What follows belongs to an exercise in optimizing a design on an open flow for small area, a short achievable clock period and few clock cycles; a production flow would make more cautious choices.
No run shown here included a check of the RTL's function; only the layout flow was run.
The flow treats the clock pin as an ideal source, which a real chip does not have.
No activity file was given, so power comes from the tool's default toggle rates.

==> design/flow/design.v <==
module Decoder (in, out);
input [2:0]in;
output [7:0] out;
wire [7:0] out;
assign out =
(in == 3'b000 ) ? 8'b0000_0001 :
(in == 3'b001 ) ? 8'b0000_0010 :
(in == 3'b010 ) ? 8'b0000_0100 :
(in == 3'b011 ) ? 8'b0000_1000 :
(in == 3'b100 ) ? 8'b0001_0000 :
(in == 3'b101 ) ? 8'b0010_0000 :
(in == 3'b110 ) ? 8'b0100_0000 :
(in == 3'b111 ) ? 8'b1000_0000 : 8'h00;
endmodule
module Mux16Bit(a,b,sel,out);
input [15:0] a,b;
input sel;
output [15:0]out;
assign out=(sel)?b:a;
endmodule
module Addition(input [15:0]Rs,
                 input [15:0]Rd,
                 input Enable,
                 output reg[2:0] Ccr,
                 output reg[15:0] Out
               );
always@ * begin
if( Enable==1'b1)
begin
 {Ccr[2],Out}=Rs+Rd;
Ccr[0] = (Out == 16'b0) ? 1'b1 : 1'b0 ;
Ccr[1] = (Out[15]== 1'b1) ? 1'b1 : 1'b0 ;
end
else begin
Out=16'b0;
Ccr=3'b0;
end
end
endmodule
module Ldm(input[15:0] ImmediateValue,input Enable,output reg[15:0] Out);
always@* begin
if(Enable == 1'b1) begin
Out = ImmediateValue;
end else begin
Out = 16'b0;
end
end
endmodule
module Not(input[15:0] Rs,input Enable,output reg[15:0] Out,output reg[2:0] Ccr);
always@* begin
Ccr[2] = 1'b0;
if(Enable == 1'b1) begin
Out = ~Rs;
if(Out == 16'b0) begin
Ccr[0] = 1'b1;
end else begin
Ccr[0] = 1'b0;
end
if(Out[15] == 1'b1) begin
Ccr[1] = 1'b1;
end else begin
Ccr[1] = 1'b0;
end
end else begin
Out = 16'b0;
Ccr = 3'b0;
end
end
endmodule
module Sw(input[15:0] ImmediateValue,input Enable,output reg[15:0] Out);
  always@*
  begin
    if(Enable == 1'b1)
    begin
      Out = ImmediateValue;
    end
    else
    begin
      Out = 16'b0;
    end
  end
endmodule
module ALU(input [15:0]Rs,
           input [15:0]Rd,
           input[2:0]AluOp,
            output[2:0] Ccr,
            output[15:0] Out
                 );
wire [7:0] DecOut;
wire [15:0] addOut, ldmOut, notOut, swOut;
wire [2:0] addCcr, notCcr;
 Decoder deco(AluOp,DecOut);
Addition addOp (Rs,Rd,DecOut[3], addCcr, addOut);
Ldm ldmOp (Rd ,DecOut[1], ldmOut);
 Not notOp ( Rd, DecOut[4], notOut, notCcr);
 Sw swOp( Rs,DecOut[2] ,swOut);
assign Out = addOut | ldmOut | notOut | swOut;
assign Ccr = addCcr | notCcr;
endmodule
module Execution(input [15:0]op1,
                 input [15:0]op2,
                 input[15:0]immediate,
                 input[2:0]AluOp,
                 input AluScr,
                 output[2:0] Ccr,
                 output[15:0]MemoryAddress,
                 output[15:0] Out
                 );
wire [15:0] Rd;
 Mux16Bit muxRd(op2,immediate,AluScr,Rd);
 ALU alu(op1,Rd,AluOp,Ccr, Out);
assign MemoryAddress=Rd;
endmodule
module controlUnit (
    input[4:0] opCode,
    output[4:0] aluOp,
    output RegWR, MemR, MemWR, aluSrc, ldm
  );
  assign aluSrc = ~opCode[4] & ~opCode[3] & ~opCode[2] & ~opCode[1] & opCode[0];
  assign MemR = 1'b0;
  assign ldm = aluSrc;
  assign aluOp = opCode;
  assign MemWR = ~opCode[4] & ~opCode[3] & ~opCode[2] & opCode[1] & ~opCode[0];
  assign RegWR = ~opCode[4] & ~opCode[3] & (opCode[2] & ~opCode[1] & ~opCode[0] | ~opCode[2] & opCode[0]);
endmodule
module RegFile_memo #(parameter N = 16) (write_enable, read_data1, read_data2, write_data, clk, rst, read_addr1, read_addr2, write_addr);
  input write_enable, clk, rst;
  input [N-1:0] write_data;
  output [N-1:0] read_data1;
  output [N-1:0] read_data2;
  input [2:0] read_addr1;
  input [2:0] read_addr2;
  input [2:0] write_addr;
  integer i;
  reg [N-1:0] arr_regs [7:0];
  always @(posedge clk, posedge rst)
  begin
    if(rst)
    begin
      for(i = 0; i < 8; i = i + 1)
        arr_regs[i] <= 0;
    end
    else if(write_enable)
      arr_regs[write_addr] <= write_data;
  end
  assign read_data1 = arr_regs[read_addr1];
  assign read_data2 = arr_regs[read_addr2];
endmodule
module ID #(parameter width = 16) (
    instruction, RW_sig_out, aluSrc_sig, MemWR_sig, MemR_sig, RW_Sig_in, Reg_data, aluOp_sig, op1, R_op2, I_op2, RW_Out_addr, RW_In_addr, clk, rst, ldm
  );
  input clk, rst;
  input [width - 1 : 0] instruction;
  wire [2 : 0] read_addr1, read_addr2;    
  output [15 : 0] op1, R_op2, I_op2;
  output [2 : 0] RW_Out_addr;   
  input [2 : 0] RW_In_addr;
  wire [4:0] opCode;
  output wire [4:0] aluOp_sig;
  output wire RW_sig_out, aluSrc_sig, MemWR_sig, MemR_sig;   
  input RW_Sig_in;
  input [15:0] Reg_data;
  output ldm;
  RegFile_memo
    RegFile_memo_dut (
      .write_enable ( RW_Sig_in ),
      .clk ( clk ),
      .rst ( rst ),
      .write_data (Reg_data ),
      .read_data1 (op1 ),
      .read_data2 (R_op2 ),
      .read_addr1 (read_addr1 ),
      .read_addr2 (read_addr2 ),
      .write_addr  ( RW_In_addr)
    );
  controlUnit
    controlUnit_dut (
      .opCode (opCode ),
      .aluOp (aluOp_sig ),
      .RegWR (RW_sig_out ),
      .MemR (MemR_sig ),
      .MemWR (MemWR_sig ),
      .aluSrc  ( aluSrc_sig),
      .ldm(ldm)
    );
  assign opCode = instruction  [width - 1 : width - 5];
  assign read_addr1 = instruction[width - 6 : width - 8];
  assign read_addr2 = instruction[width - 9 : width - 11];
  assign RW_Out_addr = instruction[width - 9 : width - 11];
  assign I_op2 = instruction[width - 1 : 0];
endmodule
module pcCircuit #(parameter addressWidth = 20) (
    clk, enable, rst, addR
  );
  input clk, enable, rst;
  output [addressWidth - 1 : 0] addR;   
  reg [addressWidth - 1 : 0] pc;
  always @(posedge clk, posedge rst)
  begin
    if(rst)
      pc <= 20'h20;
    else if (enable)
      pc <= pc + 1'b1;
  end
  assign addR = pc;
endmodule
module IF (
    clk, rst, enable, pc, imem_data, instruction
  );
  input clk, rst, enable;
  output [19:0] pc;
  input [15:0] imem_data;
  output [15:0] instruction;
  pcCircuit
    pcCircuit_dut (
      .clk (clk ),
      .enable (enable ),
      .rst ( rst ),
      .addR  ( pc )
    );
  assign instruction = imem_data;
endmodule
module WriteBack(input [15:0]Load,
                 input [15:0]Rd,
                 input Wb,
                 output wire[15:0] WriteData
               );
Mux16Bit mux(Rd,Load,Wb,WriteData);
endmodule
module Processor (
    clk, rst, start,
    imem_addr, imem_data,
    dmem_we, dmem_addr, dmem_wdata
  );
  input clk, rst, start;
  output [19:0] imem_addr;
  input  [15:0] imem_data;
  output        dmem_we;
  output [11:0] dmem_addr;
  output [15:0] dmem_wdata;
  reg        run;               
  reg [19:0] pcx;               
  wire [19:0] pc = pcx ^ 20'h20;
  reg        d_ldm, d_std, d_add, d_not;
  reg [2:0]  rt;                
  reg [7:0]  sel_s, sel_t;      
  reg        fa_add, fa_nadd;   
  reg        fb_add, fb_nadd;   
  reg [15:0] A, B;              
  reg        e_add, e_pass, e_not, e_std;
  reg        e_we;              
  reg        e_run;             
  reg [2:0]  e_rt;
  reg [15:0] R [0:7];
  wire go = run | start;
  wire [19:0] pc_next;
  Inc20 pc_inc (.a(pc), .ci(go), .y(pc_next));
  wire d_wr = d_ldm | d_add | d_not;
  wire       n_val = go & ~d_ldm;
  wire [4:0] n_op  = imem_data[15:11];
  wire [2:0] n_rs  = imem_data[10:8];
  wire [2:0] n_rt  = imem_data[7:5];
  wire       n_ldm = n_op == 5'd1;
  wire       hit_s = rt == n_rs;    
  wire       hit_t = rt == n_rt;
  wire [15:0] sum;
  Adder16 add (.a(A), .b(B), .s(sum));
  wire [15:0] bn     = B ^ {16{e_not}};
  wire [15:0] bx     = bn & {16{e_pass}};
  wire [15:0] result_lo, result_hi;
  LateOr16 res_lo (.s(sum), .en(e_add), .e(bx), .y(result_lo));
  LateOr16 res_hi (.s(sum), .en(e_add), .e(bx), .y(result_hi));
  reg  [15:0] rf_s, rf_t;
  integer k;
  always @(*)
  begin
    rf_s = 16'b0;
    rf_t = 16'b0;
    for (k = 0; k < 8; k = k + 1)
    begin
      rf_s = rf_s | (R[k] & {16{sel_s[k]}});
      rf_t = rf_t | (R[k] & {16{sel_t[k]}});
    end
  end
  wire [15:0] early_s = rf_s | (bn & {16{fa_nadd}});
  wire [15:0] early_t = rf_t | (bn & {16{fb_nadd}}) | (imem_data & {16{d_ldm}});
  wire [15:0] rd_s, rd_t;
  LateOr16 fwd_s (.s(sum), .en(fa_add), .e(early_s), .y(rd_s));
  LateOr16 fwd_t (.s(sum), .en(fb_add), .e(early_t), .y(rd_t));
  always @(posedge clk, posedge rst)
  begin
    if (rst)
    begin
      run    <= 1'b0;
      pcx    <= 20'h0;
      d_ldm  <= 1'b0;
      d_std  <= 1'b0;
      d_add  <= 1'b0;
      d_not  <= 1'b0;
      e_add  <= 1'b0;
      e_pass <= 1'b0;
      e_std  <= 1'b0;
      e_we   <= 1'b0;
      e_run  <= 1'b0;
    end
    else
    begin
      run    <= go;
      pcx    <= pc_next ^ 20'h20;
      d_ldm  <= n_val & (n_op == 5'd1);
      d_std  <= n_val & (n_op == 5'd2);
      d_add  <= n_val & (n_op == 5'd3);
      d_not  <= n_val & (n_op == 5'd4);
      e_add  <= d_add;
      e_pass <= d_ldm | d_not;
      e_std  <= d_std;
      e_we   <= d_wr;
      e_run  <= go;
    end
  end
  always @(posedge clk)
  begin
    rt      <= n_rt;
    e_rt    <= rt;
    sel_s   <= (8'b1 << n_rs) & {8{~(d_wr & hit_s)}};
    sel_t   <= (8'b1 << n_rt) & {8{~((d_wr & hit_t) | n_ldm)}};
    fa_add  <= d_add & hit_s;
    fa_nadd <= (d_ldm | d_not) & hit_s;
    fb_add  <= d_add & hit_t & ~n_ldm;
    fb_nadd <= (d_ldm | d_not) & hit_t & ~n_ldm;
    A       <= rd_s;
    B       <= rd_t;
    e_not   <= d_not;
  end
  genvar g;
  generate
    for (g = 0; g < 8; g = g + 1)
    begin : regs
      always @(posedge clk)
      begin
        if ((e_we && e_rt == g) || !e_run)
          R[g] <= (g < 4) ? result_lo : result_hi;
      end
    end
  endgenerate
  assign imem_addr  = pc;
  assign dmem_we    = e_std;
  assign dmem_addr  = B[11:0];
  assign dmem_wdata = A;
endmodule
module LateOr16 (s, en, e, y);
  input  [15:0] s, e;
  input         en;
  output [15:0] y;
  genvar i;
  generate
    for (i = 0; i < 16; i = i + 1)
    begin : b
      LateOr1 c (.s(s[i]), .en(en), .e(e[i]), .y(y[i]));
    end
  endgenerate
endmodule
module LateOr1 (s, en, e, y);
  input s, en, e;
  output y;
  assign y = (s & en) | e;
endmodule
module Adder16 (a, b, s);
  input  [15:0] a, b;
  output [15:0] s;
  wire [15:0] h;                         
  wire [15:0] gn0, pn0;                  
  wire [15:0] g1, p1;                    
  wire [15:0] gn2, pn2;                  
  wire [15:0] g3, p3;                    
  wire [15:0] gn4;                       
  genvar i;
  generate
    for (i = 0; i < 16; i = i + 1)
    begin : bt
      AddXor  hx (.a(a[i]), .b(b[i]), .y(h[i]));
      AddNand gg (.a(a[i]), .b(b[i]), .y(gn0[i]));
      AddNor  pp (.a(a[i]), .b(b[i]), .y(pn0[i]));
      if (i >= 1) begin : l1
        AddOai21 g (.a1(pn0[i]), .a2(gn0[i-1]), .b1(gn0[i]), .y(g1[i]));
        AddNor   p (.a(pn0[i]), .b(pn0[i-1]), .y(p1[i]));
      end else begin : l1
        AddInv   g (.a(gn0[i]), .y(g1[i]));
        AddInv   p (.a(pn0[i]), .y(p1[i]));
      end
      if (i >= 2) begin : l2
        AddAoi21 g (.a1(p1[i]), .a2(g1[i-2]), .b1(g1[i]), .y(gn2[i]));
        AddNand  p (.a(p1[i]), .b(p1[i-2]), .y(pn2[i]));
      end else begin : l2
        AddInv   g (.a(g1[i]), .y(gn2[i]));
        AddInv   p (.a(p1[i]), .y(pn2[i]));
      end
      if (i >= 4) begin : l3
        AddOai21 g (.a1(pn2[i]), .a2(gn2[i-4]), .b1(gn2[i]), .y(g3[i]));
        AddNor   p (.a(pn2[i]), .b(pn2[i-4]), .y(p3[i]));
      end else begin : l3
        AddInv   g (.a(gn2[i]), .y(g3[i]));
        assign p3[i] = 1'b0;
      end
      if (i >= 8) begin : l4
        AddAoi21 g (.a1(p3[i]), .a2(g3[i-8]), .b1(g3[i]), .y(gn4[i]));
      end else begin : l4
        AddInv   g (.a(g3[i]), .y(gn4[i]));
      end
      if (i >= 1) begin : sm
        AddXnor x (.a(h[i]), .b(gn4[i-1]), .y(s[i]));
      end else begin : sm
        assign s[i] = h[i];
      end
    end
  endgenerate
endmodule
module AddXor (a, b, y);
  input a, b;
  output y;
  assign y = a ^ b;
endmodule
module AddXnor (a, b, y);
  input a, b;
  output y;
  assign y = ~(a ^ b);
endmodule
module AddNand (a, b, y);
  input a, b;
  output y;
  assign y = ~(a & b);
endmodule
module AddNor (a, b, y);
  input a, b;
  output y;
  assign y = ~(a | b);
endmodule
module AddInv (a, y);
  input a;
  output y;
  assign y = ~a;
endmodule
module AddOai21 (a1, a2, b1, y);
  input a1, a2, b1;
  output y;
  assign y = ~((a1 | a2) & b1);
endmodule
module AddAoi21 (a1, a2, b1, y);
  input a1, a2, b1;
  output y;
  assign y = ~((a1 & a2) | b1);
endmodule
module Inc20 (a, ci, y);
  input  [19:0] a;
  input         ci;
  output [19:0] y;
  wire [3:0] ones;     
  wire [4:0] cg;       
  wire [19:0] c;       
  genvar k, j;
  generate
    for (k = 0; k < 4; k = k + 1)
    begin : grp
      IncAnd4 o (.a(a[4*k]), .b(a[4*k+1]), .c(a[4*k+2]), .d(a[4*k+3]), .y(ones[k]));
    end
  endgenerate
  assign cg[0] = ci;
  IncAnd2 cg1 (.a(ci), .b(ones[0]), .y(cg[1]));
  IncAnd3 cg2 (.a(ci), .b(ones[0]), .c(ones[1]), .y(cg[2]));
  IncAnd4 cg3 (.a(ci), .b(ones[0]), .c(ones[1]), .d(ones[2]), .y(cg[3]));
  IncAnd5 cg4 (.a(ci), .b(ones[0]), .c(ones[1]), .d(ones[2]), .e(ones[3]), .y(cg[4]));
  generate
    for (k = 0; k < 5; k = k + 1)
    begin : bits
      assign c[4*k] = cg[k];
      IncAnd2 c1 (.a(cg[k]), .b(a[4*k]), .y(c[4*k+1]));
      IncAnd3 c2 (.a(cg[k]), .b(a[4*k]), .c(a[4*k+1]), .y(c[4*k+2]));
      IncAnd4 c3 (.a(cg[k]), .b(a[4*k]), .c(a[4*k+1]), .d(a[4*k+2]), .y(c[4*k+3]));
      for (j = 0; j < 4; j = j + 1)
      begin : x
        AddXor s (.a(a[4*k+j]), .b(c[4*k+j]), .y(y[4*k+j]));
      end
    end
  endgenerate
endmodule
module IncAnd2 (a, b, y);
  input a, b;
  output y;
  assign y = a & b;
endmodule
module IncAnd3 (a, b, c, y);
  input a, b, c;
  output y;
  assign y = a & b & c;
endmodule
module IncAnd4 (a, b, c, d, y);
  input a, b, c, d;
  output y;
  assign y = a & b & c & d;
endmodule
module IncAnd5 (a, b, c, d, e, y);
  input a, b, c, d, e;
  output y;
  assign y = a & b & c & d & e;
endmodule
==> design/flow/flow/run.sh <==
#!/bin/bash
# The standard layout (standard.sh) with two changes:
#  - the input and output ports are buffered by a plain buffer
#    (sky130_fd_sc_hd__buf_2) instead of the cell the resizer picks by
#    itself (a delay cell);
#  - after CTS, the level of clock buffers between the root buffer and the
#    leaf buffers is removed (flatten_tree.tcl), so that the root buffer
#    drives the leaf buffers directly: a shorter clock tree, the same for
#    every register.
# Each tool's full output stays in orfs/logs/; make's output goes to
# flow_make_*.log and the tree edit's to flow_tree.log.
set -euo pipefail
export BUFFER_PORTS_ARGS="-buffer_cell sky130_fd_sc_hd__buf_2"
bash standard.sh cts > flow_make_1.log 2>&1
export CTS_ODB=orfs/results/${FLOW_PLATFORM}/Processor/base/4_cts.odb
openroad -no_init -exit flow/flatten_tree.tcl > flow_tree.log 2>&1
bash standard.sh finish > flow_make_2.log 2>&1
==> design/flow/flow/flatten_tree.tcl <==
# Drive the leaf clock buffers straight from the root clock buffer: each
# buffer between them is removed and its loads are moved to the root's net.
read_db $::env(CTS_ODB)
set block [ord::get_db_block]
set root [$block findInst clkbuf_0_clk]
if {$root eq "NULL"} {
  puts "no root clock buffer clkbuf_0_clk; tree left as it is"
} else {
  set rootnet [[$root findITerm X] getNet]
  set mids {}
  foreach it [$rootnet getITerms] {
    set inst [$it getInst]
    if {$inst eq $root} { continue }
    set master [[$inst getMaster] getName]
    if {[string match sky130_fd_sc_hd__clkbuf_* $master] && [string match clkbuf_* [$inst getName]]} {
      lappend mids $inst
    }
  }
  foreach mid $mids {
    set midnet [[$mid findITerm X] getNet]
    set loads {}
    foreach it [$midnet getITerms] {
      if {[$it getInst] ne $mid} { lappend loads $it }
    }
    foreach it $loads {
      $it disconnect
      $it connect $rootnet
    }
    [$mid findITerm A] disconnect
    [$mid findITerm X] disconnect
    puts "removed [$mid getName]: [llength $loads] loads moved to [$rootnet getName]"
    odb::dbInst_destroy $mid
    odb::dbNet_destroy $midnet
  }
  write_db $::env(CTS_ODB)
}
==> design/flow/standard.sh <==
#!/bin/bash
# synth_recipe.tcl (not shown) runs the flow's synth.tcl, then flattens the netlist and writes it again
# the make line also repeats each setting of config.mk as NAME=value (left out here)
make -C /OpenROAD-flow-scripts/flow DESIGN_CONFIG=/design/flow/config.mk WORK_HOME=/design/flow/orfs CLKGATE_MAP_FILE= SYNTH_SCRIPT=/design/flow/synth_recipe.tcl "${@:-finish}"
==> design/flow/config.mk <==
export PLATFORM = sky130hd
export DESIGN_NAME = Processor
export DESIGN_NICKNAME = Processor
export VERILOG_FILES = /design/flow/design.v
export SDC_FILE = /design/flow/constraint.sdc
export NUM_CORES = 4
export LEC_CHECK = 0
export CAP_MARGIN = 20
export CORE_MARGIN = 2
export CORE_UTILIZATION = 50
export CTS_CLUSTER_DIAMETER = 100
export CTS_CLUSTER_SIZE = 25
export PLACE_DENSITY = 0.65
export SETUP_SLACK_MARGIN = 2.15
export SLEW_MARGIN = 20
export SYNTH_HIERARCHICAL = 1
export SYNTH_MINIMUM_KEEP_SIZE = 0
==> design/flow/constraint.sdc <==
create_clock -name core_clock -period 4.0 [get_ports {clk}]
set_input_delay 0.8000 -clock core_clock [delete_from_list [all_inputs] [get_ports {clk}]]
set_output_delay 0.8000 -clock core_clock [all_outputs]
set_load 0.01 [all_outputs]
==> qor.txt, run 1 <==
internal power component -> 0.003341 W
Max Fclk -> 545.6 MHz
cell-by-cell trace of the critical path -> buf_2
Sequential Area -> 5816 um^2
dominant synthesized flop cell -> edfxtp_1
# hold bufs at CTS -> 0
slowest cell on the critical path -> dfxtp_1
maximum VDD drop -> 0.0003257 V
full die area -> 21,300 um^2
Relative slew margins -> 0.2219
Comb pwr share -> 0.188
post-synthesis cell type count -> 43
First DRT Iteration DRCs -> 981
final hold violation count -> 0
crit path time final -> 1833 ps
Worst Hold Class -> reg2reg
DR vias/cell -> 6.500
Mapped Nets -> 877
Avg WL per Cell -> 27.02 um
Post-Syn Area -> 10,070 um^2
Pwr Density -> 425.0 nW/um^2
worst path bufs/invs -> 1
worst skew pair latency -> 420 ps
Net Sw Frac -> 0.2921
top cells by area, synth -> edfxtp_1, dfxtp_1, dfrtp_1
initial antenna violation count -> 0
Tcrit/Tclk final -> 0.4582
setup violators final -> 0
footprint of the multi-input gates -> 4045 um^2
unrepaired setup endpoints after global routing -> yes
Post-DRT Antenna Nets -> 0
routability cong. -> 0.8954
CP required -> 3200 ps
Worst-Margin Slew -> 1166 ps
Final TNS setup -> 0 ps
GR Overflow Total -> 0
area share of the largest cell type after synthesis -> 0.3815
share of synthesized flip-flops with an asynchronous set or reset -> 0.1343
outcome -> no timing/DRC/antenna violations
fin util -> 0.5668
CTS H-tree lvls -> 1
Worst path top cell family by delay -> flip-flops
core area -> 19,590 um^2
largest net degree at the start of global routing -> 30
slowest stage delay, CP -> 440 ps
Clock power frac -> 0.258
worst setup path category -> reg2out
startpoint types -> flop
Avg Cell Area, Syn -> 11.74 um^2
Pleak -> 4.653 nW
IO buf count -> 67
Layout area overhead -> 10.22%
GR Util All Layers -> 0.2941
Max Cap Viol -> 0
crit path max fanout -> 4
total power -> 0.004720 W
HPWL after detailed placement -> 19,180 um
layout cells sized above 1 -> 0.2438
clock tree from TritonCTS -> built
fill count -> 1,654
fin nets -> 903
Final Max Tran Viols -> 0
CTS max path bufs -> 3
DRC -> 0
cell count after synthesis -> 858
Root Driver -> clkbuf_16
Reg power frac -> 0.554
synthesis-stage register bit count -> 216
NetSw -> 0.001379 W
via count -> 7,507
Arr. time, crit path -> 1030 ps
first-pass GRT wire length -> 46,200 um
clock-pin slew on the worst setup and hold paths -> 100 ps
sequential element share of the synthesized area -> 0.5708
clk_skew -> 18.66 ps
initial core utilization -> 0.5143
Antenna diodes -> 0
Post-synth EDFFs -> 128
number of global-route vias before repair -> 7,544
TritonCTS Buffers -> 12
Die Height -> 146.0 um
Die X -> 146.0 um
most frequent cell after synthesis -> edfxtp_1
top cells by count, synth -> edfxtp_1, a22oi_1, a21o_1, nand2_1, dfxtp_1
most area-hungry cell type in the Yosys netlist -> edfxtp_1
Synth Warn # -> 8
Critical Path End Type -> output pin
Ports -> 68
final wirelength -> 31,210 um
Site Rows -> 51
TritonRoute pass-1 iters -> 8
clock sink count -> 216
-- flip-flops by register name, summed over array words and instances, names as in the netlist, 3 cells and up --
name and flops:
A 16, B 16, R 128, e_rt 3, pcx 20, rt 3, sel_s 8, sel_t 8
-- what timing repair did --
item,CTS,global route
buffers inserted,13,0
endpoints found under the hold margin,0,0
pin swaps,1,4
resized for setup,60,40
endpoints found under the setup margin,195,95
-- cell type report --
| cell class | instances | area share |
|---|---|---|
| multi-input combinational | 544 | 0.3643 |
| timing repair buffer | 91 | 0.04721 |
| clock buffer | 17 | 0.02682 |
| inverter | 21 | 0.007099 |
| sequential | 216 | 0.5237 |
| tap | 265 | 0.02986 |
| clock inverter | 1 | 0.001014 |
-- final timing paths --
check,from,end,slack [ps],depth (start not counted)
setup / recovery,A[12]$_DFF_P_,dmem_wdata[12],2170,1
hold / removal,d_std$_DFF_PP0_,e_std$_DFF_PP0_,360,0
setup reg to reg,sel_t[2]$_DFF_P_,B[3]$_DFF_P_,2170,4
hold reg to reg,d_std$_DFF_PP0_,e_std$_DFF_PP0_,360,0
max in group asynchronous,rst,d_ldm$_DFF_PP0_,3100,2
min in group asynchronous,rst,pcx[8]$_DFF_PP0_,450,2
-- power groups by stage --
stage	Sequential [W]	Combinational (W)	Clock, W
final	0.00262	0.000886	0.00122
after global routing	0.00263	0.000958	0.00131
after CTS	0.00260	0.000842	0.00134
after detailed placement	0.00265	0.000735	0
after global placement	0.00264	0.000729	0
after floorplan	0.00258	0.000596	0
-- cell usage in the layout, fill, tap and decap left out, types with 22 or more instances in the layout --
cell and instances:
edfxtp_1 128, a22oi_1 80, buf_2 65, a21o_1 64
nand2_1 63, xor2_1 58, dfxtp_1 28, dfrtp_1 28
buf_4 25, dfxtp_2 22, and3_1 22, and2_1 22
-- per-module statistics from Yosys, one instance, submodules excluded, excerpt --
module,cells inside,flops+latches,times used
AddXnor,1,0,15
IncAnd3,1,0,6
AddNor,1,0,34
AddXor,1,0,36
Adder16,1,0,1
IncAnd2,1,0,6
LateOr1,1,0,64
-- per-layer routing --
| layer | vias up | GRT usage | share of wire |
|---|---|---|---|
| li1 | 3261 | - | - |
| met1 | 3677 | 0.3753 | 0.39 |
| met2 | 447 | 0.4880 | 0.48 |
| met3 | 122 | 0.05611 | 0.091 |
| met4 | 0 | 0.1333 | 0.042 |
| met5 | - | 0 | 0 |
-- worst reg2reg max path, stage by stage (launching register included) --
cell     delay [ps]
dfxtp_1        1080
a22oi_1         230
and3_1          250
nand3_1         130
a21o_1          100
-- cell families after synthesis --
logic type	share of synthesized area
XOR/XNOR	0.06346
AND/OR/NAND/NOR	0.1261
flip-flops	0.5708
buffers and inverters	0.05253
AO/OA/AOI/OAI	0.1872
-- through the flow --
step | instances | hold slack, ps | setup slack [ps] | cell area, um^2
final | 1155 | 363.3 | 2167 | 11100
after global routing | 1155 | 372.5 | 2125 | 11100
after CTS | 1157 | 368.5 | 2137 | 11010
after detailed placement | 1124 | 346.5 | 1920 | 10380
after global placement | 1124 | 334.5 | 1912 | 10380
after floorplan | 858 | 331.2 | 1920 | 10080
==> run 2: changes to the inputs <==
--- a/design/flow/config.mk
+++ b/design/flow/config.mk
@@ -13,3 +13,3 @@
 export PLACE_DENSITY = 0.65
-export SETUP_SLACK_MARGIN = 2.15
+export SETUP_SLACK_MARGIN = 2.05
 export SLEW_MARGIN = 20
==> qor.txt, run 2 <==
Final TNS setup -> 0 ps
clock sink count -> 216
dominant synthesized flop cell -> edfxtp_1
Comb pwr share -> 0.174
final hold violation count -> 0
top cells by area, synth -> edfxtp_1, dfxtp_1, dfrtp_1
GR Overflow Total -> 0
Arr. time, crit path -> 2070 ps
crit path time final -> 1905 ps
unrepaired setup endpoints after global routing -> no
Net Sw Frac -> 0.2893
Clock power frac -> 0.261
Ports -> 68
Worst-Margin Slew -> 1222 ps
Pwr Density -> 426.7 nW/um^2
most frequent cell after synthesis -> edfxtp_1
Final Max Tran Viols -> 0
Reg with most FFs -> R
Avg WL per Cell -> 27.06 um
crit path max fanout -> 5
maximum VDD drop -> 0.0003242 V
clock-pin slew on the worst setup and hold paths -> 110 ps
via count -> 7,531
DR vias/cell -> 6.595
Die Height -> 146.0 um
Layout area overhead -> 7.638%
clk_skew -> 20.63 ps
fill count -> 1,681
internal power component -> 0.003289 W
startpoint types -> flop
outcome -> no timing/DRC/antenna violations
routability cong. -> 0.8954
share of synthesized flip-flops with an asynchronous set or reset -> 0.1343
cell count after synthesis -> 858
Post-DRT Antenna Nets -> 0
first-pass GRT wire length -> 45,680 um
synthesis-stage register bit count -> 216
TritonCTS Buffers -> 12
largest net degree at the start of global routing -> 30
initial antenna violation count -> 0
IO buf count -> 67
pre-CTS WS -> 1920 ps
setup violators final -> 0
Max Cap Viol -> 0
clock tree from TritonCTS -> built
Root Driver -> clkbuf_16
Site Rows -> 51
post-synthesis cell type count -> 43
Reg power frac -> 0.565
Antenna diodes -> 0
Largest register FFs -> 128
Mapped Nets -> 877
fin nets -> 890
CTS max path bufs -> 3
Post-synth EDFFs -> 128
Die X -> 146.0 um
CP required -> 4170 ps
total power -> 0.004627 W
post-route setup slack -> 2095 ps
core area -> 19,590 um^2
HPWL after detailed placement -> 19,180 um
full die area -> 21,300 um^2
top cells by count, synth -> edfxtp_1, a22oi_1, a21o_1, nand2_1, dfxtp_1
Relative slew margins -> 0.1840
initial core utilization -> 0.5143
final wirelength -> 30,910 um
biggest regs -> R: 128 flops, pcx: 20 flops
sequential element share of the synthesized area -> 0.5708
Worst Hold Class -> reg2reg
number of global-route vias before repair -> 7,447
TritonRoute pass-1 iters -> 9
Synth Warn # -> 8
NetSw -> 0.001339 W
most area-hungry cell type in the Yosys netlist -> edfxtp_1
layout cells sized above 1 -> 0.1938
# hold bufs at CTS -> 0
CTS H-tree lvls -> 1
Critical Path End Type -> flop
GR Util All Layers -> 0.2910
worst setup path category -> reg2reg
First DRT Iteration DRCs -> 1,090
DRC -> 0
most frequent cells in the layout -> edfxtp_1, a22oi_1, buf_2, a21o_1, nand2_1
Avg Cell Area, Syn -> 11.74 um^2
area share of the largest cell type after synthesis -> 0.3815
Tcrit/Tclk final -> 0.4764
worst skew pair latency -> 420 ps
Post-Syn Area -> 10,070 um^2
Max Fclk -> 524.8 MHz
commonest non-fill, non-tap cell in the layout -> edfxtp_1
Pleak -> 4.548 nW
-- run 2: final timing paths --
kind / cells past startpoint / start / end / slack, ps
min in group asynchronous: 2 / rst / e_run$_DFF_PP0_ / 450
hold / removal: 0 / d_std$_DFF_PP0_ / e_std$_DFF_PP0_ / 360
setup / recovery: 7 / B[6]$_DFF_P_ / R[4][15]$_DFFE_PP_ / 2090
setup reg to reg: 7 / B[6]$_DFF_P_ / R[4][15]$_DFFE_PP_ / 2090
max in group asynchronous: 2 / rst / d_ldm$_DFF_PP0_ / 3110
hold reg to reg: 0 / d_std$_DFF_PP0_ / e_std$_DFF_PP0_ / 360
-- run 2: cell type report --
| class | count | area (um^2) | share of cell area |
|---|---|---|---|
| Timing Repair Buffer | 78 | 417.9 | 0.03854 |
| Tap cell | 265 | 331.6 | 0.03058 |
| Sequential cell | 216 | 5768 | 0.5319 |
| Multi-Input combinational cell | 544 | 3939 | 0.3632 |
| Clock inverter | 1 | 11.26 | 0.001038 |
| Inverter | 21 | 78.83 | 0.007269 |
| Clock buffer | 17 | 297.8 | 0.02746 |
-- run 2: worst max-delay path, stage by stage, from the launching register on --
cell and delay [ps]:
dfxtp_1 390, nor2_2 190, o21ai_1 120, a21oi_2 140, o21ai_1 110, a21oi_2 300, xnor2_2 140, a21o_1 230
-- run 2: cell families after synthesis --
kind of cell,share of synthesized area
AO/OA/AOI/OAI,0.1872
XOR/XNOR,0.06346
buffers and inverters,0.05253
flip-flops,0.5708
AND/OR/NAND/NOR,0.1261
-- run 2: per-module statistics from Yosys, one instance, submodules excluded, excerpt --
module | flops+latches | cells
AddNand | 0 | 1
IncAnd2 | 0 | 1
LateOr1 | 0 | 1
AddAoi21 | 0 | 1
Adder16 | 0 | 1
Processor | 216 | 597
AddOai21 | 0 | 1
IncAnd5 | 0 | 3
-- run 2: repair_timing --
action | in CTS | in global routing
setup buffers | 0 | 0
endpoints found under the setup margin | 140 | 102
pin swaps | 0 | 1
gates resized for setup | 10 | 34
hold endpoints to repair | 0 | 0
-- run 2: routing by layer --
metal  wire (um)  global-route usage  vias up
li1            -                   -     3238
met1       11680              0.3721     3691
met2       14750              0.4809      480
met3        3119             0.05611      122
met4        1357              0.1338        0
met5           0                   0        -
-- run 2: power groups by stage --
stage / sequential (W) / clock (W) / combinational [W]
after floorplan: 0.00258 / 0 / 0.000596
after global placement: 0.00264 / 0 / 0.000729
after detailed placement: 0.00265 / 0 / 0.000735
after CTS: 0.00260 / 0.00134 / 0.000764
after global routing: 0.00262 / 0.00131 / 0.000872
final: 0.00261 / 0.00121 / 0.000805
-- run 2: metrics by stage --
| step | std cells | area [um^2] | hold WS, ps | utilization |
|---|---|---|---|---|
| finish | 1142 | 10840 | 362.7 | 0.5536 |
| CTS | 1144 | 10790 | 368.5 | 0.5506 |
| global route | 1142 | 10840 | 372.5 | 0.5536 |
| floorplan | 858 | 10080 | 331.2 | - |
| detailed placement | 1124 | 10380 | 346.5 | 0.5301 |
| global placement | 1124 | 10380 | 334.5 | 0.5301 |
==> run 3: changes to the inputs <==
--- a/design/flow/config.mk
+++ b/design/flow/config.mk
@@ -13,3 +13,3 @@
 export PLACE_DENSITY = 0.65
-export SETUP_SLACK_MARGIN = 2.05
+export SETUP_SLACK_MARGIN = 2.1
 export SLEW_MARGIN = 20
==> qor.txt, run 3 <==
largest net degree at the start of global routing -> 30
Site Rows -> 51
top cells by area, synth -> edfxtp_1, dfxtp_1, dfrtp_1
clk_skew -> 19.16 ps
Sequential Area -> 5776 um^2
GR Overflow Total -> 0
post-CTS setup buffer count -> 0
initial antenna violation count -> 0
Arr. time, crit path -> 2020 ps
Antenna diodes -> 0
most frequent cell after synthesis -> edfxtp_1
Final Max Tran Viols -> 0
crit path time final -> 1858 ps
clock-pin slew on the worst setup and hold paths -> 100 ps
Avg WL per Cell -> 27.15 um
area share of the largest cell type after synthesis -> 0.3815
core area -> 19,590 um^2
Die X -> 146.0 um
Area after DPL -> 10,380 um^2
TritonCTS Buffers -> 12
cell count after synthesis -> 858
CP required -> 4170 ps
dominant synthesized flop cell -> edfxtp_1
IO buf count -> 67
first-pass GRT wire length -> 45,770 um
final instance area -> 10,900 um^2
Post-Syn Area -> 10,070 um^2
top cells by count, synth -> edfxtp_1, a22oi_1, a21o_1, nand2_1, dfxtp_1
final wirelength -> 31,000 um
Ports -> 68
placed cell count -> 1,124
synthesis-stage register bit count -> 216
outcome -> no timing/DRC/antenna violations
post-synthesis cell type count -> 43
number of global-route vias before repair -> 7,465
routability cong. -> 0.8954
worst skew pair latency -> 420 ps
layout cells sized above 1 -> 0.2087
most frequent cells in the layout -> edfxtp_1, a22oi_1, buf_2, a21o_1, nand2_1
sequential element share of the synthesized area -> 0.5708
Reg with most FFs -> R
share of synthesized flip-flops with an asynchronous set or reset -> 0.1343
Synth Warn # -> 8
Post-synth EDFFs -> 128
Post-DRT Antenna Nets -> 0
fin util -> 0.5562
Final TNS setup -> 0 ps
worst setup path category -> reg2reg
unrepaired setup endpoints after global routing -> yes
Mapped Nets -> 877
DRC -> 0
Root Driver -> clkbuf_16
final hold violation count -> 0
Critical Path End Type -> flop
via count -> 7,508
setup violators final -> 0
CTS H-tree lvls -> 1
full die area -> 21,300 um^2
HPWL after detailed placement -> 19,180 um
# hold bufs at CTS -> 0
TritonRoute pass-1 iters -> 8
fin nets -> 890
Relative slew margins -> 0.2125
footprint of the multi-input gates -> 3984 um^2
biggest regs -> R: 128 flops, pcx: 20 flops
Avg Cell Area, Syn -> 11.74 um^2
fin cells -> 1,142
clock sink count -> 216
First DRT Iteration DRCs -> 1,058
CTS max path bufs -> 3
Die Height -> 146.0 um
maximum VDD drop -> 0.0003283 V
Max Fclk -> 538.1 MHz
Max Cap Viol -> 0
most area-hungry cell type in the Yosys netlist -> edfxtp_1
fill count -> 1,676
initial core utilization -> 0.5143
Largest register FFs -> 128
clock tree from TritonCTS -> built
startpoint types -> flop
Pwr Density -> 426.7 nW/um^2
commonest non-fill, non-tap cell in the layout -> edfxtp_1
Layout area overhead -> 8.159%
crit path max fanout -> 4
Pleak -> 4.564 nW
Worst Hold Class -> reg2reg
DR vias/cell -> 6.574
Worst-Margin Slew -> 1180 ps
Tcrit/Tclk final -> 0.4646
GR Util All Layers -> 0.2912
[run 3: cell count changes in the layout (fill, tap and decap cells not counted), moves of 3 or more]
cell     previous run  this run
o21ai_2             3         7
o21ai_1            28        24
nor2_4              1         5
dfxtp_2            13        19
nor2_2             15        12
dfxtp_1            46        40
[run 3: layout make-up]
class	count	area share
tap	265	0.03043
multi-input combinational	544	0.3656
timing repair buffer	78	0.03835
inverter	21	0.007234
clock inverter	1	0.001033
sequential	216	0.5300
clock buffer	17	0.02733
[run 3: stage by stage]
step                worst slack [ps]  power (W)  hold slack, ps
floorplan                       1920   0.003173           331.2
global placement                1912   0.003373           334.5
detailed placement              1920   0.003386           346.5
CTS                             2091   0.004728           368.5
global route                    2088   0.004826           372.5
finish                          2142   0.004650           362.2
[run 3: report_power, final]
| part | switching (W) | internal (W) |
|---|---|---|
| clock network | 0.000691 | 0.000522 |
| logic | 0.000490 | 0.000327 |
| registers | 0.000172 | 0.00245 |
| total | 0.00135 | 0.00330 |
[run 3: per-module statistics from Yosys, one instance, submodules excluded, a selection]
module     cell area, um^2  cells inside
IncAnd2              6.256             1
Adder16              7.507             1
AddXor               8.758             1
AddOai21             5.005             1
Processor             8383           597
IncAnd5              12.51             3
[run 3: logic make-up after synthesis]
| family | Yosys count | synth area share |
|---|---|---|
| AO/OA/AOI/OAI | 246 | 0.1872 |
| AND/OR/NAND/NOR | 225 | 0.1261 |
| buffers and inverters | 98 | 0.05253 |
| flip-flops | 216 | 0.5708 |
| XOR/XNOR | 73 | 0.06346 |
[run 3: critical path, cell delays in order (launching register included)]
cell and delay [ps]:
dfxtp_1 430, nor2_2 80, nor2_1 200, nand2_1 110, o21ai_1 220, a21oi_2 120
xnor2_2 200, a21o_1 240
[run 3: final timing paths]
kind | from | to | slack [ps] | cells after the start
worst max-delay path | A[5]$_DFF_P_ | R[4][14]$_DFFE_PP_ | 2140 | 7
worst min-delay path | d_std$_DFF_PP0_ | e_std$_DFF_PP0_ | 360 | 0
worst max register to register | A[5]$_DFF_P_ | R[4][14]$_DFFE_PP_ | 2140 | 7
worst min register to register | d_std$_DFF_PP0_ | e_std$_DFF_PP0_ | 360 | 0
max in group asynchronous | rst | d_ldm$_DFF_PP0_ | 3110 | 2
min in group asynchronous | rst | e_run$_DFF_PP0_ | 450 | 2
[run 3: timing repair]
action,4_1_cts,5_1_grt
resized for setup,31,30
endpoints found under the setup margin,165,105
pin swaps,1,2
[run 3: per-layer routing]
| metal | global-route usage | vias up | part of all wire |
|---|---|---|---|
| li1 | - | 3234 | - |
| met1 | 0.3731 | 3684 | 0.38 |
| met2 | 0.4816 | 480 | 0.48 |
| met3 | 0.05643 | 110 | 0.099 |
| met4 | 0.1309 | 0 | 0.039 |
| met5 | 0 | - | 0 |
==> run 4: changes to the inputs <==
--- a/design/flow/design.v
+++ b/design/flow/design.v
@@ -247,8 +247,9 @@
   reg        fa_add, fa_nadd;   
-  reg        fb_add, fb_nadd;   
+  reg        fa_w;              
+  reg        fb_add, fb_nadd, fb_w;   
   reg [15:0] A, B;              
-  reg        e_add, e_pass, e_not, e_std;
-  reg        e_we;              
-  reg        e_run;             
+  reg        e_add, e_pass, e_not, e_std, e_we;
   reg [2:0]  e_rt;
+  reg [15:0] W;
+  reg [7:0]  w_wen;             
   reg [15:0] R [0:7];
@@ -263,4 +264,6 @@
   wire       n_ldm = n_op == 5'd1;
-  wire       hit_s = rt == n_rs;    
-  wire       hit_t = rt == n_rt;
+  wire       hit_s = d_wr & (rt == n_rs);
+  wire       hit_t = d_wr & (rt == n_rt);
+  wire       hitw_s = e_we & (e_rt == n_rs);
+  wire       hitw_t = e_we & (e_rt == n_rt);
   wire [15:0] sum;
@@ -269,5 +272,4 @@
   wire [15:0] bx     = bn & {16{e_pass}};
-  wire [15:0] result_lo, result_hi;
-  LateOr16 res_lo (.s(sum), .en(e_add), .e(bx), .y(result_lo));
-  LateOr16 res_hi (.s(sum), .en(e_add), .e(bx), .y(result_hi));
+  wire [15:0] result;    
+  LateOr16 res_or (.s(sum), .en(e_add), .e(bx), .y(result));
   reg  [15:0] rf_s, rf_t;
@@ -284,4 +286,5 @@
   end
-  wire [15:0] early_s = rf_s | (bn & {16{fa_nadd}});
-  wire [15:0] early_t = rf_t | (bn & {16{fb_nadd}}) | (imem_data & {16{d_ldm}});
+  wire [15:0] early_s = rf_s | (bn & {16{fa_nadd}}) | (W & {16{fa_w}});
+  wire [15:0] early_t = rf_t | (bn & {16{fb_nadd}}) | (W & {16{fb_w}})
+                      | (imem_data & {16{d_ldm}});
   wire [15:0] rd_s, rd_t;
@@ -303,3 +306,4 @@
       e_we   <= 1'b0;
-      e_run  <= 1'b0;
+      W      <= 16'b0;
+      w_wen  <= 8'hff;
     end
@@ -317,3 +321,4 @@
       e_we   <= d_wr;
-      e_run  <= go;
+      W      <= result;
+      w_wen  <= ({8{e_we}} & (8'b1 << e_rt)) | {8{~go}};
     end
@@ -324,8 +329,10 @@
     e_rt    <= rt;
-    sel_s   <= (8'b1 << n_rs) & {8{~(d_wr & hit_s)}};
-    sel_t   <= (8'b1 << n_rt) & {8{~((d_wr & hit_t) | n_ldm)}};
+    sel_s   <= (8'b1 << n_rs) & {8{~(hit_s | hitw_s)}};
+    sel_t   <= (8'b1 << n_rt) & {8{~(hit_t | hitw_t | n_ldm)}};
     fa_add  <= d_add & hit_s;
-    fa_nadd <= (d_ldm | d_not) & hit_s;
+    fa_nadd <= ~d_add & hit_s;
+    fa_w    <= hitw_s & ~hit_s;
     fb_add  <= d_add & hit_t & ~n_ldm;
-    fb_nadd <= (d_ldm | d_not) & hit_t & ~n_ldm;
+    fb_nadd <= ~d_add & hit_t & ~n_ldm;
+    fb_w    <= hitw_t & ~hit_t & ~n_ldm;
     A       <= rd_s;
@@ -340,4 +347,4 @@
       begin
-        if ((e_we && e_rt == g) || !e_run)
-          R[g] <= (g < 4) ? result_lo : result_hi;
+        if (w_wen[g])
+          R[g] <= W;
       end
--- a/design/flow/config.mk
+++ b/design/flow/config.mk
@@ -9,7 +9,7 @@
 export CORE_MARGIN = 2
-export CORE_UTILIZATION = 50
+export CORE_UTILIZATION = 45
 export CTS_CLUSTER_DIAMETER = 100
-export CTS_CLUSTER_SIZE = 25
+export CTS_CLUSTER_SIZE = 30
 export PLACE_DENSITY = 0.65
-export SETUP_SLACK_MARGIN = 2.1
+export SETUP_SLACK_MARGIN = 2.35
 export SLEW_MARGIN = 20
==> qor.txt, run 4 <==
Reg with most FFs -> R
Worst-Margin Slew -> 1056 ps
highest metal layer with signal wires -> met5
Pwr Density -> 417.9 nW/um^2
Sequential Area -> 6509 um^2
Post-synth EDFFs -> 128
top cells by count, synth -> a22oi_1, edfxtp_1, nand2_1
Worst Hold Class -> reg2reg
Critical Path End Type -> output pin
biggest regs -> R: 128 flops, pcx: 20 flops
unrepaired setup endpoints after global routing -> yes
hold path cells -> 0
Max Cap Viol -> 0
area share of the largest cell type after synthesis -> 0.3533
Avg WL per Cell -> 25.68 um
outcome -> no timing/DRC/antenna violations
HPWL after detailed placement -> 18,980 um
routed length on met2 -> 15,430 um
slowest stage delay, CP -> 430 ps
first-pass GRT wire length -> 48,090 um
full die area -> 25,440 um^2
placed cell count -> 1,229
Synth Area in Simple Gates -> 0.1301
final hold violation count -> 0
worst reg2reg path depth -> 8
Ports -> 68
Adder-Cell Fraction of Synth Area -> 0
GR Overflow Total -> 0
clock-pin slew on the worst setup and hold paths -> 120 ps
Final TNS setup -> 0 ps
layout cells sized above 1 -> 0.3233
crit path max fanout -> 3
WHS Endpoint -> e_std$_DFF_PP0_
fin util -> 0.5498
Worst path top cell family by delay -> flip-flops
Antenna diodes -> 0
total power -> 0.005425 W
fin cells -> 1,312
Relative slew margins -> 0.2947
Die X -> 159.5 um
startpoint types -> flop
Post-Syn Area -> 10,880 um^2
Largest register FFs -> 128
Die Height -> 159.5 um
top cells by area, synth -> edfxtp_1, dfxtp_1, dfrtp_1
M1 WL -> 13,660 um
initial antenna violation count -> 0
Max Fclk -> 556.0 MHz
routability cong. -> 0.8386
setup violators final -> 0
CP required -> 3200 ps
worst setup path category -> reg2out
most area-hungry cell type in the Yosys netlist -> edfxtp_1
number of global-route vias before repair -> 7,865
synthesis-stage register bit count -> 242
share of synthesized flip-flops with an asynchronous set or reset -> 0.2190
TritonRoute pass-1 iters -> 6
largest family of logic cells by synthesized area -> compound AO/OA/AOI/OAI gates
most frequent cells in the layout -> edfxtp_1, a22oi_1, xor2_1, buf_4, nand2_1
crit path time final -> 1799 ps
Synth Warn # -> 8
Tcrit/Tclk final -> 0.4497
core area -> 23,610 um^2
worst path bufs/invs -> 1
clk_skew -> 44.67 ps
Worst R2R End -> W[12]$_DFF_PP0_
Post-DRT Antenna Nets -> 0
DR vias/cell -> 6.236
post-synthesis cell type count -> 44
fill count -> 1,998
fin nets -> 1,006
clock sink count -> 242
footprint of the multi-input gates -> 4549 um^2
cell count after synthesis -> 928
Site Rows -> 56
initial core utilization -> 0.4608
DRC -> 0
CTS max path bufs -> 3
maximum VDD drop -> 0.0003429 V
FF-to-FF setup slack -> 2230 ps
worst reg2reg startpoint -> B[11]$_DFF_P_
dominant synthesized flop cell -> edfxtp_1
Avg Cell Area, Syn -> 11.72 um^2
Compound-Gate Fraction of Synth Area -> 0.1679
worst skew pair latency -> 420 ps
Arr. time, crit path -> 1000 ps
clock tree from TritonCTS -> built
CTS H-tree lvls -> 1
Final Max Tran Viols -> 0
Layout area overhead -> 19.31%
IO buf count -> 67
cell-by-cell trace of the critical path -> buf_2
multiplexer area fraction after synthesis -> 0
HP Start -> d_std$_DFF_PP0_
GR Util All Layers -> 0.2520
final wirelength -> 33,690 um
# hold bufs at CTS -> 0
Mapped Nets -> 947
worst hold margin -> 385.7 ps
via count -> 8,181
First DRT Iteration DRCs -> 1,028
Pleak -> 5.210 nW
Root Driver -> clkbuf_16
sequential element share of the synthesized area -> 0.5883
TritonCTS Buffers -> 12
slowest cell on the critical path -> dfrtp_1
Post-Synth XOR/XNOR Area -> 0.06359
largest net degree at the start of global routing -> 33
metal3 WL -> 3431 um
-- run 4: cell types whose count changed after synthesis, sizes merged, moves of 8 or more --
cell,before,now
a21o,64,48
dfrtp,29,45
a22oi,80,128
a221oi,16,0
clkbuf,26,39
nor4,7,15
dfstp,0,8
a22o,16,0
and3,22,38
-- run 4: how the worst max path moves through the flow --
stage | start | endpoint | slack (ps) | depth (start not counted)
6_report | pcx[14]$_DFF_PP0_ | imem_addr[14] | 2200 | 1
5_1_grt | pcx[5]$_DFF_PP0_ | imem_addr[5] | 2160 | 2
4_1_cts | pcx[14]$_DFF_PP0_ | imem_addr[14] | 2110 | 1
3_5_place_dp | imem_data[13] | fb_add$_DFF_P_ | 1640 | 4
3_3_place_gp | imem_data[13] | fb_add$_DFF_P_ | 1680 | 4
2_1_floorplan | imem_data[10] | sel_s[0]$_DFF_P_ | 2250 | 5
-- run 4: repair_timing --
item / CTS / global route
setup endpoints to repair: 121 / 111
gates resized for setup: 120 / 109
endpoints found under the hold margin: 0 / 0
pin swaps: 11 / 43
setup buffers: 43 / 22
-- run 4: kinds of logic after synthesis --
family,count (synthesis)
buffers and inverters,107
AND/OR/NAND/NOR,255
flip-flops,242
AO/OA/AOI/OAI,245
XOR/XNOR,79
-- run 4: metal layers --
metal / up-vias / track usage
met1: 4027 / 0.3391
met3: 97 / 0.06356
met2: 509 / 0.3963
met5: - / 0.01894
met4: 2 / 0.08760
li1: 3546 / -
-- run 4: cell type report --
| cell class | count | area share |
|---|---|---|
| flip-flops and latches | 242 | 0.5014 |
| multi-input cells | 579 | 0.3505 |
| repair buffers | 134 | 0.08463 |
| well taps | 319 | 0.03075 |
| clock buffers | 16 | 0.02265 |
| inverters | 20 | 0.006458 |
| clock inverters | 2 | 0.003663 |
-- run 4: Yosys stat by module, one instance, submodules excluded, excerpt --
| module | flip-flops and latches | area [um^2] | copies in the design | cells inside |
|---|---|---|---|---|
| IncAnd4 | 0 | 8.758 | 10 | 1 |
| IncAnd3 | 0 | 6.256 | 6 | 1 |
| AddNor | 0 | 3.754 | 34 | 1 |
| Processor | 242 | 9309 | 1 | 683 |
| IncAnd2 | 0 | 6.256 | 6 | 1 |
| LateOr1 | 0 | 7.507 | 48 | 1 |
| IncAnd5 | 0 | 12.51 | 1 | 3 |
| AddInv | 0 | 3.754 | 15 | 1 |
| Adder16 | 0 | 7.507 | 1 | 1 |
| AddXnor | 0 | 8.758 | 15 | 1 |
| AddXor | 0 | 8.758 | 36 | 1 |
| AddOai21 | 0 | 5.005 | 25 | 1 |
| AddAoi21 | 0 | 8.758 | 20 | 1 |
| AddNand | 0 | 3.754 | 26 | 1 |
-- run 4: stage by stage --
step	setup WS, ps	area (um^2)
6_report	2201	12980
3_5_place_dp	1640	11220
3_3_place_gp	1684	11220
5_1_grt	2164	12980
4_1_cts	2109	12390
2_1_floorplan	2254	10960
-- run 4: report_power, final --
| part | switching, W | internal (W) |
|---|---|---|
| combinational | 0.000642 | 0.000545 |
| clock | 0.000771 | 0.000564 |
| sequential | 0.000178 | 0.00272 |
| total | 0.00159 | 0.00383 |

[static timing again, ports no longer ideal]
How much do the figures lean on ideal ports? The routed layouts below were timed once more, with nothing changed but the port constraints.
Step 1 sets driving cells, clkbuf_16 on the clock port and buf_2 on the other inputs (assumed; they add their load-dependent delay and slew).
Step 2 times the ports against the registers' clock, not the clock port: input delays grow and output delays shrink by t, the midpoint of the rising clock arrivals with the driver on.
Slacks: no drivers / after step 1 / after step 2; pairs: no drivers / after step 1.
run	t, ns	setup WS [ns]	worst register clock-pin slew, ns
run 1	0.460	2.167 / 2.122 / 1.937	0.10 / 0.10
run 2	0.459	2.095 / 2.084 / 1.925	0.11 / 0.11
run 3	0.459	2.142 / 2.122 / 1.936	0.11 / 0.11
run 4	0.450	2.201 / 2.153 / 2.051	0.12 / 0.12
After both steps every run listed still meets setup and hold. The setup slack of run 1, which loses most, moves by -0.045 ns with the drivers and by -0.230 ns with both steps.
